This design comes from an exercise in tuning for small area on the open sky130 flow, not from production work. Only simulation tests tie the RTL to the original design; equivalence was not proved. Power figures rest on the tool's default switching activity, not on a simulated workload. The flow treats the clock pin as an ideal source, which a real chip does not have.

File: flow/design.v
module buffer_1loc
#(
    parameter WIDTH = 64,
    parameter [WIDTH - 1:0] ZERO = 0,
    parameter [WIDTH - 1:0] ONE = 0
)
(
    input clk, reset,                  
    input we,                          
    input re,                          
    input [WIDTH - 1:0] din,
    output [WIDTH - 1:0] a_data,
    output reg a_full, b_full
);
    reg [WIDTH - 1:0] a_mem, b_mem;
    wire b_empty = ~b_full;
    genvar i;
    generate
        for (i = 0; i < WIDTH; i = i + 1) begin : bit_g
            if (ZERO[i]) begin : z
                assign a_data[i] = 1'b0;
            end else if (ONE[i]) begin : o
                assign a_data[i] = 1'b1;
            end else begin : s
                wire nxt;
                and_or2 sel (.s0(b_full), .d0(b_mem[i]), .s1(b_empty), .d1(din[i]), .y(nxt));
                always @(posedge clk) begin
                    a_mem[i] <= nxt;
                    b_mem[i] <= a_mem[i];
                end
                assign a_data[i] = a_mem[i];
            end
        end
    endgenerate
    always @(posedge clk) begin
        if (reset) begin
            a_full <= 1'b0;
            b_full <= 1'b0;
        end else begin
            a_full <= b_full | we;
            b_full <= a_full & ~re;
        end
    end
endmodule
module buffer_1loc_2src
#(
    parameter WIDTH = 64,
    parameter [WIDTH - 1:0] ZERO = 0,
    parameter [WIDTH - 1:0] ONE = 0
)
(
    input clk, reset,                  
    input s0, s1,                      
    input re,                          
    input [WIDTH - 1:0] din0, din1,
    output [WIDTH - 1:0] a_data,
    output reg a_full, b_full
);
    reg [WIDTH - 1:0] a_mem, b_mem;
    genvar i;
    generate
        for (i = 0; i < WIDTH; i = i + 1) begin : bit_g
            if (ZERO[i]) begin : z
                assign a_data[i] = 1'b0;
            end else if (ONE[i]) begin : o
                assign a_data[i] = 1'b1;
            end else begin : s
                wire nxt;
                and_or3 sel (.s0(b_full), .d0(b_mem[i]), .s1(s0), .d1(din0[i]),
                             .s2(s1), .d2(din1[i]), .y(nxt));
                always @(posedge clk) begin
                    a_mem[i] <= nxt;
                    b_mem[i] <= a_mem[i];
                end
                assign a_data[i] = a_mem[i];
            end
        end
    endgenerate
    always @(posedge clk) begin
        if (reset) begin
            a_full <= 1'b0;
            b_full <= 1'b0;
        end else begin
            a_full <= b_full | s0 | s1;
            b_full <= a_full & ~re;
        end
    end
endmodule
module and_or2 (input s0, d0, s1, d1, output y);
    assign y = (s0 & d0) | (s1 & d1);
endmodule
module and_or3 (input s0, d0, s1, d1, s2, d2, output y);
    assign y = (s0 & d0) | (s1 & d1) | (s2 & d2);
endmodule
module rotating_prioritizer
#(
    parameter initial_value = 1  
)
(
    input clk, reset,
    input rq_0, rq_1,
    output gt_0, gt_1
);
    reg cur_last, oth_last;
    assign gt_0 = rq_0 & (cur_last | ~rq_1);
    assign gt_1 = rq_1 & (~cur_last | ~rq_0);
    always @(posedge clk) begin
        if (reset) begin
            cur_last <= initial_value;
            oth_last <= initial_value;
        end else begin
            cur_last <= oth_last;
            oth_last <= (rq_0 & rq_1) ? gt_1 : initial_value;
        end
    end
endmodule
module cardinal_router
#(
    parameter PACKET_SIZE = 64
)
(
    input clk, reset,
    input cwsi, output cwri, input [PACKET_SIZE - 1:0] cwdi,
    input ccwsi, output ccwri, input [PACKET_SIZE - 1:0] ccwdi,
    input pesi, output peri, input [PACKET_SIZE - 1:0] pedi,
    output cwso, input cwro, output [PACKET_SIZE - 1:0] cwdo,
    output ccwso, input ccwro, output [PACKET_SIZE - 1:0] ccwdo,
    output peso, input pero, output [PACKET_SIZE - 1:0] pedo
);
    localparam [PACKET_SIZE - 1:0] Z1 = 64'h0080_0000_0000_0000;
    localparam [PACKET_SIZE - 1:0] Z2 = 64'h00c0_0000_0000_0000;
    localparam [PACKET_SIZE - 1:0] DIR = 64'h4000_0000_0000_0000;
    function [PACKET_SIZE - 1:0] shift_hop(input [PACKET_SIZE - 1:0] p);
        shift_hop = {p[63:56], 1'b0, p[55:49], p[47:0]};
    endfunction
    wire [PACKET_SIZE - 1:0] cwi_d, ccwi_d, pei_d;
    wire cwi_f, ccwi_f, pei_f;
    wire cwi_bf, ccwi_bf, pei_bf;
    wire re_cwi, re_ccwi, re_pei;
    wire cwo_af, ccwo_af, peo_af;
    wire cwo_f, ccwo_f, peo_f;
    buffer_1loc #(.WIDTH(PACKET_SIZE), .ZERO(Z1 | DIR)) buf_cwi (
        .clk(clk), .reset(reset), .we(cwsi), .re(re_cwi), .din(cwdi),
        .a_data(cwi_d), .a_full(cwi_f), .b_full(cwi_bf));
    buffer_1loc #(.WIDTH(PACKET_SIZE), .ZERO(Z1), .ONE(DIR)) buf_ccwi (
        .clk(clk), .reset(reset), .we(ccwsi), .re(re_ccwi), .din(ccwdi),
        .a_data(ccwi_d), .a_full(ccwi_f), .b_full(ccwi_bf));
    buffer_1loc #(.WIDTH(PACKET_SIZE), .ZERO(64'd0)) buf_pei (
        .clk(clk), .reset(reset), .we(pesi), .re(re_pei), .din(pedi),
        .a_data(pei_d), .a_full(pei_f), .b_full(pei_bf));
    assign cwri = ~cwi_bf;
    assign ccwri = ~ccwi_bf;
    assign peri = ~pei_bf;
    buffer_1loc_2src #(.WIDTH(PACKET_SIZE), .ZERO(Z1 | DIR)) buf_cwo (
        .clk(clk), .reset(reset), .re(cwro), .s0(gt_cwi_cwo), .din0(shift_hop(cwi_d)), .s1(gt_pei_cwo), .din1(shift_hop(pei_d)),
        .a_data(cwdo), .a_full(cwo_af), .b_full(cwo_f));
    buffer_1loc_2src #(.WIDTH(PACKET_SIZE), .ZERO(Z1), .ONE(DIR)) buf_ccwo (
        .clk(clk), .reset(reset), .re(ccwro), .s0(gt_ccwi_ccwo), .din0(shift_hop(ccwi_d)), .s1(gt_pei_ccwo), .din1(shift_hop(pei_d)),
        .a_data(ccwdo), .a_full(ccwo_af), .b_full(ccwo_f));
    buffer_1loc_2src #(.WIDTH(PACKET_SIZE), .ZERO(Z2)) buf_peo (
        .clk(clk), .reset(reset), .re(pero), .s0(gt_cwi_peo), .din0(shift_hop(cwi_d)), .s1(gt_ccwi_peo), .din1(shift_hop(ccwi_d)),
        .a_data(pedo), .a_full(peo_af), .b_full(peo_f));
    assign cwso = cwo_af & cwro;
    assign ccwso = ccwo_af & ccwro;
    assign peso = peo_af & pero;
    wire rq_cwi_cwo = cwi_f & cwi_d[48] & ~cwo_f;
    wire rq_cwi_peo = cwi_f & ~cwi_d[48] & ~peo_f;
    wire rq_ccwi_ccwo = ccwi_f & ccwi_d[48] & ~ccwo_f;
    wire rq_ccwi_peo = ccwi_f & ~ccwi_d[48] & ~peo_f;
    wire rq_pei_cwo = pei_f & ~pei_d[62] & ~cwo_f;
    wire rq_pei_ccwo = pei_f & pei_d[62] & ~ccwo_f;
    wire gt_cwi_cwo, gt_pei_cwo, gt_ccwi_ccwo, gt_pei_ccwo, gt_cwi_peo, gt_ccwi_peo;
    rotating_prioritizer #(.initial_value(1)) arbitor_cwo (
        .clk(clk), .reset(reset), .rq_0(rq_cwi_cwo), .rq_1(rq_pei_cwo),
        .gt_0(gt_cwi_cwo), .gt_1(gt_pei_cwo));
    rotating_prioritizer #(.initial_value(1)) arbitor_ccwo (
        .clk(clk), .reset(reset), .rq_0(rq_ccwi_ccwo), .rq_1(rq_pei_ccwo),
        .gt_0(gt_ccwi_ccwo), .gt_1(gt_pei_ccwo));
    rotating_prioritizer #(.initial_value(1)) arbitor_peo (
        .clk(clk), .reset(reset), .rq_0(rq_cwi_peo), .rq_1(rq_ccwi_peo),
        .gt_0(gt_cwi_peo), .gt_1(gt_ccwi_peo));
    assign re_cwi = gt_cwi_cwo | gt_cwi_peo;
    assign re_ccwi = gt_ccwi_ccwo | gt_ccwi_peo;
    assign re_pei = gt_pei_cwo | gt_pei_ccwo;
endmodule
module cardinal_ring
#(
    parameter PAC_SIZE = 64
)
(
    input clk, reset,  
    input node0_pesi, node0_pero,
    output node0_peri, node0_peso,
    input [PAC_SIZE - 1:0] node0_pedi,
    output [PAC_SIZE - 1:0] node0_pedo,
    input node1_pesi, node1_pero,
    output node1_peri, node1_peso,
    input [PAC_SIZE - 1:0] node1_pedi,
    output [PAC_SIZE - 1:0] node1_pedo,
    input node2_pesi, node2_pero,
    output node2_peri, node2_peso,
    input [PAC_SIZE - 1:0] node2_pedi,
    output [PAC_SIZE - 1:0] node2_pedo,
    input node3_pesi, node3_pero,
    output node3_peri, node3_peso,
    input [PAC_SIZE - 1:0] node3_pedi,
    output [PAC_SIZE - 1:0] node3_pedo,
    output node0_polarity, node1_polarity, node2_polarity, node3_polarity
);
    reg polarity;
    always @(posedge clk)
    begin
        if (reset) polarity <= 1;
        else polarity <= ~polarity;
    end
    assign node0_polarity = polarity;
    assign node1_polarity = polarity;
    assign node2_polarity = polarity;
    assign node3_polarity = polarity;
    wire cwr_0, cwr_1, cwr_2, cwr_3;
    wire cws_0, cws_1, cws_2, cws_3;
    wire [PAC_SIZE - 1:0] cwd_0, cwd_1, cwd_2, cwd_3;
    wire ccwr_0, ccwr_1, ccwr_2, ccwr_3;
    wire ccws_0, ccws_1, ccws_2, ccws_3;
    wire [PAC_SIZE - 1:0] ccwd_0, ccwd_1, ccwd_2, ccwd_3;
    cardinal_router #(.PACKET_SIZE(PAC_SIZE)) router_0 (
        .clk(clk), .reset(reset),
        .cwsi(cws_3), .cwri(cwr_3), .cwdi(cwd_3),
        .ccwsi(ccws_1), .ccwri(ccwr_1), .ccwdi(ccwd_1),
        .pesi(node0_pesi), .peri(node0_peri), .pedi(node0_pedi),
        .cwso(cws_0), .cwro(cwr_0), .cwdo(cwd_0),
        .ccwso(ccws_0), .ccwro(ccwr_0), .ccwdo(ccwd_0),
        .peso(node0_peso), .pero(node0_pero), .pedo(node0_pedo));
    cardinal_router #(.PACKET_SIZE(PAC_SIZE)) router_1 (
        .clk(clk), .reset(reset),
        .cwsi(cws_0), .cwri(cwr_0), .cwdi(cwd_0),
        .ccwsi(ccws_2), .ccwri(ccwr_2), .ccwdi(ccwd_2),
        .pesi(node1_pesi), .peri(node1_peri), .pedi(node1_pedi),
        .cwso(cws_1), .cwro(cwr_1), .cwdo(cwd_1),
        .ccwso(ccws_1), .ccwro(ccwr_1), .ccwdo(ccwd_1),
        .peso(node1_peso), .pero(node1_pero), .pedo(node1_pedo));
    cardinal_router #(.PACKET_SIZE(PAC_SIZE)) router_2 (
        .clk(clk), .reset(reset),
        .cwsi(cws_1), .cwri(cwr_1), .cwdi(cwd_1),
        .ccwsi(ccws_3), .ccwri(ccwr_3), .ccwdi(ccwd_3),
        .pesi(node2_pesi), .peri(node2_peri), .pedi(node2_pedi),
        .cwso(cws_2), .cwro(cwr_2), .cwdo(cwd_2),
        .ccwso(ccws_2), .ccwro(ccwr_2), .ccwdo(ccwd_2),
        .peso(node2_peso), .pero(node2_pero), .pedo(node2_pedo));
    cardinal_router #(.PACKET_SIZE(PAC_SIZE)) router_3 (
        .clk(clk), .reset(reset),
        .cwsi(cws_2), .cwri(cwr_2), .cwdi(cwd_2),
        .ccwsi(ccws_0), .ccwri(ccwr_0), .ccwdi(ccwd_0),
        .pesi(node3_pesi), .peri(node3_peri), .pedi(node3_pedi),
        .cwso(cws_3), .cwro(cwr_3), .cwdo(cwd_3),
        .ccwso(ccws_3), .ccwro(ccwr_3), .ccwdo(ccwd_3),
        .peso(node3_peso), .pero(node3_pero), .pedo(node3_pedo));
endmodule
File: flow/flow/run.sh
#!/bin/bash
# Standard ORFS layout, with the smallest buffer on the ports and a clock tree
# without dummy loads and with larger sink clusters.
set -euo pipefail
export BUFFER_PORTS_ARGS="-buffer_cell sky130_fd_sc_hd__buf_1"
export CTS_ARGS="-sink_clustering_enable -repair_clock_nets -dont_use_dummy_load -sink_clustering_size 30 -sink_clustering_max_diameter 100"
bash standard.sh > standard.log 2>&1
File: flow/standard.sh
#!/bin/bash
# synth_recipe.tcl (not shown) runs the flow's synth.tcl, then flattens the netlist and writes it again
# the make line also repeats each setting of config.mk as NAME=value (left out here)
make -C /OpenROAD-flow-scripts/flow DESIGN_CONFIG=/design/flow/config.mk WORK_HOME=/design/flow/orfs CLKGATE_MAP_FILE= SYNTH_SCRIPT=/design/flow/synth_recipe.tcl "${@:-finish}"
File: flow/config.mk
export PLATFORM = sky130hd
export DESIGN_NAME = cardinal_ring
export DESIGN_NICKNAME = cardinal_ring
export VERILOG_FILES = /design/flow/design.v
export SDC_FILE = /design/flow/constraint.sdc
export NUM_CORES = 4
export LEC_CHECK = 0
export CAP_MARGIN = 0
export CORE_MARGIN = 2
export CORE_UTILIZATION = 60
export PLACE_DENSITY = 0.85
export SLEW_MARGIN = 0
export SYNTH_HIERARCHICAL = 1
export SYNTH_MINIMUM_KEEP_SIZE = 0
File: flow/constraint.sdc
create_clock -name core_clock -period 4.5 [get_ports {clk}]
set_input_delay 0.9000 -clock core_clock [delete_from_list [all_inputs] [get_ports {clk}]]
set_output_delay 0.9000 -clock core_clock [all_outputs]
set_load 0.01 [all_outputs]
==> flow_summary_export.csv, run 1 <==
group,metric,value,unit
global_route,grt_overflow,0,
clock_tree,tritoncts,"built",
synth,synthesis.area,79600,sq um
setup_path,worstSetupEndpointType,"output pin",
layout,n_fill_cell,8815,
floorplan,core,131000,sq um
drt,num_vias,53200,
setup_path,endpoint,"node0_peri",
clock_tree,h-tree-depth,3,
power_and_ir_drop,vdd_drop_max,0.354,mV
global_route,grt_max_degree,65,
synth,synthCells,5529,
layout,area_growth,9.88,%
floorplan,boundaryPins,534,
sta,setup-tns-final,0,ns
sta,timing.fmax,337,MHz
setup_path,start_kind,"flip-flop",
sta,slew_viol_final,0,
setup_path,r2r_setup_slack,1.54,ns
setup_path,crit_fanout,36,
floorplan,placementRows,133,
setup_path,cp.arrival,2.07,ns
global_route,antenna_found_initial,8,
drt,drc,0,
setup_path,r2r-start,"router_2.buf_cwo.b_full",
global_route,grt_pass1_wl,360,mm
setup_path,cp-startpoint,"router_0.buf_pei.b_full",
sta,period_minus_slack,2.97,ns
synth,yosysWarningCount,15,
sta,slew-limit-headroom,12.6,%
sta,tightest_slew,1.31,ns
floorplan,dieArea,136000,sq um
drt,initialDrtViolationCount,11100,
setup_path,r2r_end,"router_2.buf_cwo.a_mem[56]",
clock_tree,cts-resized-gates,0,
sta,fin_skew,0.126,ns
clock_tree,path_clk_slew,0.11,ns
drt,wire_per_inst,32.2,um
sta,rsz0062_at_grt,"no",
layout,final_cells,7975,
job,cap_violations,0,
layout,fin_nets,6482,
clock_tree,cts_max_path_buffers,3,
power_and_ir_drop,p_total,42600,uW
setup_path,cp.required,3.60,ns
outcome,run_status,"timing/DRC/antenna clean",
placement,gp_congestion,0.853,
clock_tree,cts_sinks,3057,
power_and_ir_drop,p_per_area,487,nW/um^2
setup_path,criticalPathCategory,"flip-flop to output pin",
placement,place_inst,7856,
sta,finalSetupViolations,0,
floorplan,start_util,60.5,%
placement,port_buffers,521,
clock_tree,postCtsHoldBufs,0,
drt,vias_per_cell,6.67,
global_route,grt_util_all_layers,36.3,%
hold_path,hp-class,"input port to flip-flop",
drt,dr.pass1.iters,10,
hold_path,hp-start,"node3_pedi[40]",
sta,whs,0.280,ns
synth,syn_area_per_cell,14.4,sq um
drt,ant_nets,0,
clock_tree,numCtsBuffers,113,
floorplan,fp.dieW,368,um
sta,finalCritPeriodShare,66.0,%
clock_tree,clock_latency,0.82,ns
clock_tree,post_cts_buffers,0,
clock_tree,cts_root_buf,"clkbuf_16",
drt,drt-total-wl,257,mm
setup_path,reg2reg_depth,5,
layout,drive_gt1_share,4.12,%
global_route,grt_pass1_vias,52900,
placement,place_hpwl,145,mm
power_and_ir_drop,power.leakage,0.0393,uW
floorplan,die_h,368,um
sta,hold_violations,0,
[worst min-delay path by stage]
stage,endpoint,slack (ns),cells after the start
final,router_3.buf_pei.a_mem[40],0.28,2
after global routing,router_1.buf_peo.b_full,0.28,2
after CTS,router_3.buf_pei.a_mem[40],0.25,2
after detailed placement,router_0.buf_peo.b_mem[22],0.33,0
after global placement,router_1.buf_ccwo.b_mem[46],0.33,0
after floorplan,router_0.buf_ccwo.b_mem[0],0.33,0
[layout by cell type, fill, tap and decap left out, drive strengths merged]
cell type,instances
inv,780
diode,6
and2,12
a22o,748
dfxtp,3057
buf,590
nor3,12
and3b,12
clkbuf,114
a222oi,744
nand4b,12
conb,24
nor3b,36
a21boi,24
o21ba,12
or2,24
nor2,12
nand2b,1
[where the power goes]
| part | internal (uW) | switching, uW | total [uW] |
|---|---|---|---|
| Combinational | 519 | 813 | 1330 |
| Clock | 4520 | 7750 | 12300 |
| Sequential | 28200 | 776 | 29000 |
| Total | 33200 | 9340 | 42600 |
[layer usage]
layer  wire length [um]  vias up  track usage, %
met2             111000     4333            54.7
met3              34700      885            9.41
met5                 41        -               0
li1                   -    21800               -
met1              93600    26200            47.2
met4              16800        6            21.5
[per-stage QoR]
step / instance area, sq um / setup slack, ns / util, %
2_1_floorplan: 79600 / 0.219 / -
3_3_place_gp: 84600 / 1.89 / 64.3
3_5_place_dp: 84600 / 1.85 / 64.3
4_1_cts: 87400 / 1.52 / 66.5
5_1_grt: 87400 / 1.45 / 66.5
6_report: 87400 / 1.53 / 66.5
[sequential cells by signal, indices dropped and copies added, names as in the netlist, 63 cells and up]
register and count:
router_3.buf_pei.b_mem 63, router_3.buf_pei.a_mem 63, router_2.buf_pei.a_mem 63, router_0.buf_pei.a_mem 63, router_1.buf_pei.b_mem 63, router_1.buf_pei.a_mem 63
router_2.buf_pei.b_mem 63, router_0.buf_pei.b_mem 63
[layout make-up]
class                   count  area [sq um]  share of cell area [%]
diodes                      6          15.0                  0.0172
clock buffers             113          2830                    3.23
inverters                 780          2960                    3.38
multi-input cells        1673         15500                    17.8
flip-flops and latches   3057         61300                    70.1
well taps                1755          2200                    2.51
repair buffers            591          2610                    2.98
[worst max-delay path, cell delays in order, from the launching register on]
cell and delay [ns]:
dfxtp_4 0.99, inv_1 0.09, buf_1 0.16
==> inputs of run 2 (changes only) <==
--- a/flow/config.mk
+++ b/flow/config.mk
@@ -9,5 +9,5 @@
 export CORE_MARGIN = 2
 export CORE_UTILIZATION = 60
-export PLACE_DENSITY = 0.85
+export PLACE_DENSITY = 0.75
 export SLEW_MARGIN = 0
 export SYNTH_HIERARCHICAL = 1
==> run 2 against run 1 <==
Core utilization increased by 0.057 points. Critical path type is now flip-flop to flip-flop. Hold slack improved by 0.022 ns. Still clean. Register-to-register slack improved by 0.04 ns.
==> flow_summary_export.csv, run 2 <==
group,metric,value,unit
setup_path,cp.required,5.14,ns
clock_tree,postCtsHoldBufs,0,
sta,timing.fmax,343,MHz
clock_tree,cts_root_buf,"clkbuf_16",
global_route,antenna_found_initial,10,
outcome,run_status,"timing/DRC/antenna clean",
floorplan,fp.dieW,368,um
power_and_ir_drop,power.leakage,0.0393,uW
floorplan,die_h,368,um
setup_path,criticalPathCategory,"flip-flop to flip-flop",
sta,setup-tns-final,0,ns
global_route,grt_use_met1,48.0,%
setup_path,cp.arrival,3.56,ns
layout,area_growth,9.98,%
floorplan,dieArea,136000,sq um
sta,finalCritPeriodShare,64.9,%
global_route,grt_util_all_layers,35.1,%
clock_tree,numCtsBuffers,112,
sta,slew-limit-headroom,14.2,%
global_route,grt_pass1_vias,49900,
placement,placed_area,84700,sq um
clock_tree,tritoncts,"built",
setup_path,crit_fanout,34,
placement,dp_slack,1.69,ns
synth,synthesis.area,79600,sq um
drt,wire_per_inst,31.0,um
global_route,grt.busiest_layer,"met2",
layout,final_cell_mix,"3,033 x dfxtp_1, 768 x inv_1, 748 x a22o_1, 744 x a222oi_1, 520 x buf_1",
sta,rsz0062_at_grt,"no",
global_route,grt_pass1_wl,346,mm
clock_tree,cts-resized-gates,0,
clock_tree,h-tree-depth,3,
hold_path,hp-class,"input port to flip-flop",
floorplan,placementRows,133,
synth,syn_area_per_cell,14.4,sq um
power_and_ir_drop,pwr-share-seq,68.2,%
layout,layout_commonest_cell,"dfxtp_1",
power_and_ir_drop,p_int,33200,uW
power_and_ir_drop,power_frac_clock,28.7,%
layout,drive_gt1_share,4.38,%
power_and_ir_drop,combPwrFrac,3.1,%
drt,drt-total-wl,248,mm
sta,period_minus_slack,2.92,ns
synth,synthCells,5529,
power_and_ir_drop,switching_share,21.7,%
global_route,grt.met2_usage,54.1,%
clock_tree,path_clk_slew,0.11,ns
drt,drc,0,
sta,slew_viol_final,0,
synth,yosysWarningCount,15,
clock_tree,clock_latency,0.80,ns
placement,port_buffers,521,
drt,vias_per_cell,6.44,
clock_tree,post_cts_buffers,0,
placement,gp_congestion,0.841,
sta,tightest_slew,1.29,ns
sta,fin_skew,0.0896,ns
floorplan,core,131000,sq um
global_route,grtUsageMet3,7.57,%
clock_tree,cts_max_path_buffers,3,
sta,finalSetupViolations,0,
drt,initialDrtViolationCount,9886,
clock_tree,cts_sinks,3057,
sta,fin_ws,1.58,ns
power_and_ir_drop,p_per_area,485,nW/um^2
power_and_ir_drop,p_total,42400,uW
global_route,grt_max_degree,65,
global_route,grt_overflow,0,
drt,dr.pass1.iters,13,
layout,final_cell_area,87500,sq um
power_and_ir_drop,p_sw,9210,uW
power_and_ir_drop,vdd_drop_max,0.375,mV
drt,ant_nets,0,
job,cap_violations,0,
setup_path,start_kind,"flip-flop",
floorplan,start_util,60.5,%
placement,place_hpwl,143,mm
drt,num_vias,51500,
sta,hold_violations,0,
floorplan,boundaryPins,534,
layout,fin_nets,6499,
setup_path,worstSetupEndpointType,"flip-flop",
## run 2: critical path: stages (launching register included)
cell      delay (ns)
dfxtp_4         0.83
clkinv_2        0.90
buf_4           0.68
a22o_1          0.31
## run 2: final timing paths
kind	start	end	slack [ns]	cells past startpoint
worst min-delay path	node2_pedi[11]	router_2.buf_pei.a_mem[11]	0.30	2
worst max register to register	router_1.buf_cwi.b_full	router_1.buf_cwi.a_mem[2]	1.58	3
worst min register to register	router_1.buf_ccwo.a_mem[58]	router_1.buf_ccwo.b_mem[58]	0.33	0
worst max-delay path	router_1.buf_cwi.b_full	router_1.buf_cwi.a_mem[2]	1.58	3
## run 2: area by class of cell
type	instances	area [sq um]
Sequential cell	3057	61300
Clock buffer	112	2800
Timing Repair Buffer	609	2730
Multi-Input combinational cell	1673	15500
Tap cell	1755	2200
Inverter	780	2940
Fill cell	9521	44000
Antenna cell	3	7.51
## run 2: power groups by stage
stage / Combinational (uW) / Sequential, uW / Clock, uW
finish: 1310 / 28900 / 12200
global route: 1370 / 29000 / 13100
CTS: 1280 / 28900 / 12200
detailed placement: 1260 / 29500 / 0
global placement: 1230 / 29400 / 0
floorplan: 686 / 29200 / 0
## run 2: layer usage
| layer | vias up | wire length, um |
|---|---|---|
| met4 | 2 | 11600 |
| met3 | 583 | 28600 |
| li1 | 21900 | - |
| met1 | 25600 | 97100 |
| met5 | - | 10 |
| met2 | 3364 | 110000 |
## run 2: through the flow
| step | cells | util [%] | hold WS (ns) |
|---|---|---|---|
| CTS | 7986 | 66.6 | 0.260 |
| detailed placement | 7874 | 64.4 | 0.337 |
| global route | 7987 | 66.6 | 0.284 |
| floorplan | 5537 | - | 0.332 |
| global placement | 7874 | 64.4 | 0.334 |
| finish | 7989 | 66.6 | 0.302 |

[re-timing with driven ports]
Ports are ideal in the flow. The routed layouts listed here were re-timed in OpenROAD.
Step 1 assumes that a clkbuf_16 drives the clock port and a buf_2 every other input.
Step 2 also shifts input and output timing later by t, the mid clock arrival at the registers, as if the neighbouring blocks saw the same clock.
a / b / c = ideal / step 1 / step 2; a / b = the first two.
run | t, ns | setup slack, ns | clock arrival spread, ns | pins driven straight from the clock port
run 1 | 0.837 | 1.532 / 1.454 / 1.538 | 0.136 / 0.136 | 1
run 2 | 0.842 | 1.581 / 1.581 / 1.581 | 0.091 / 0.091 | 1
After both steps every run listed still meets setup and hold.
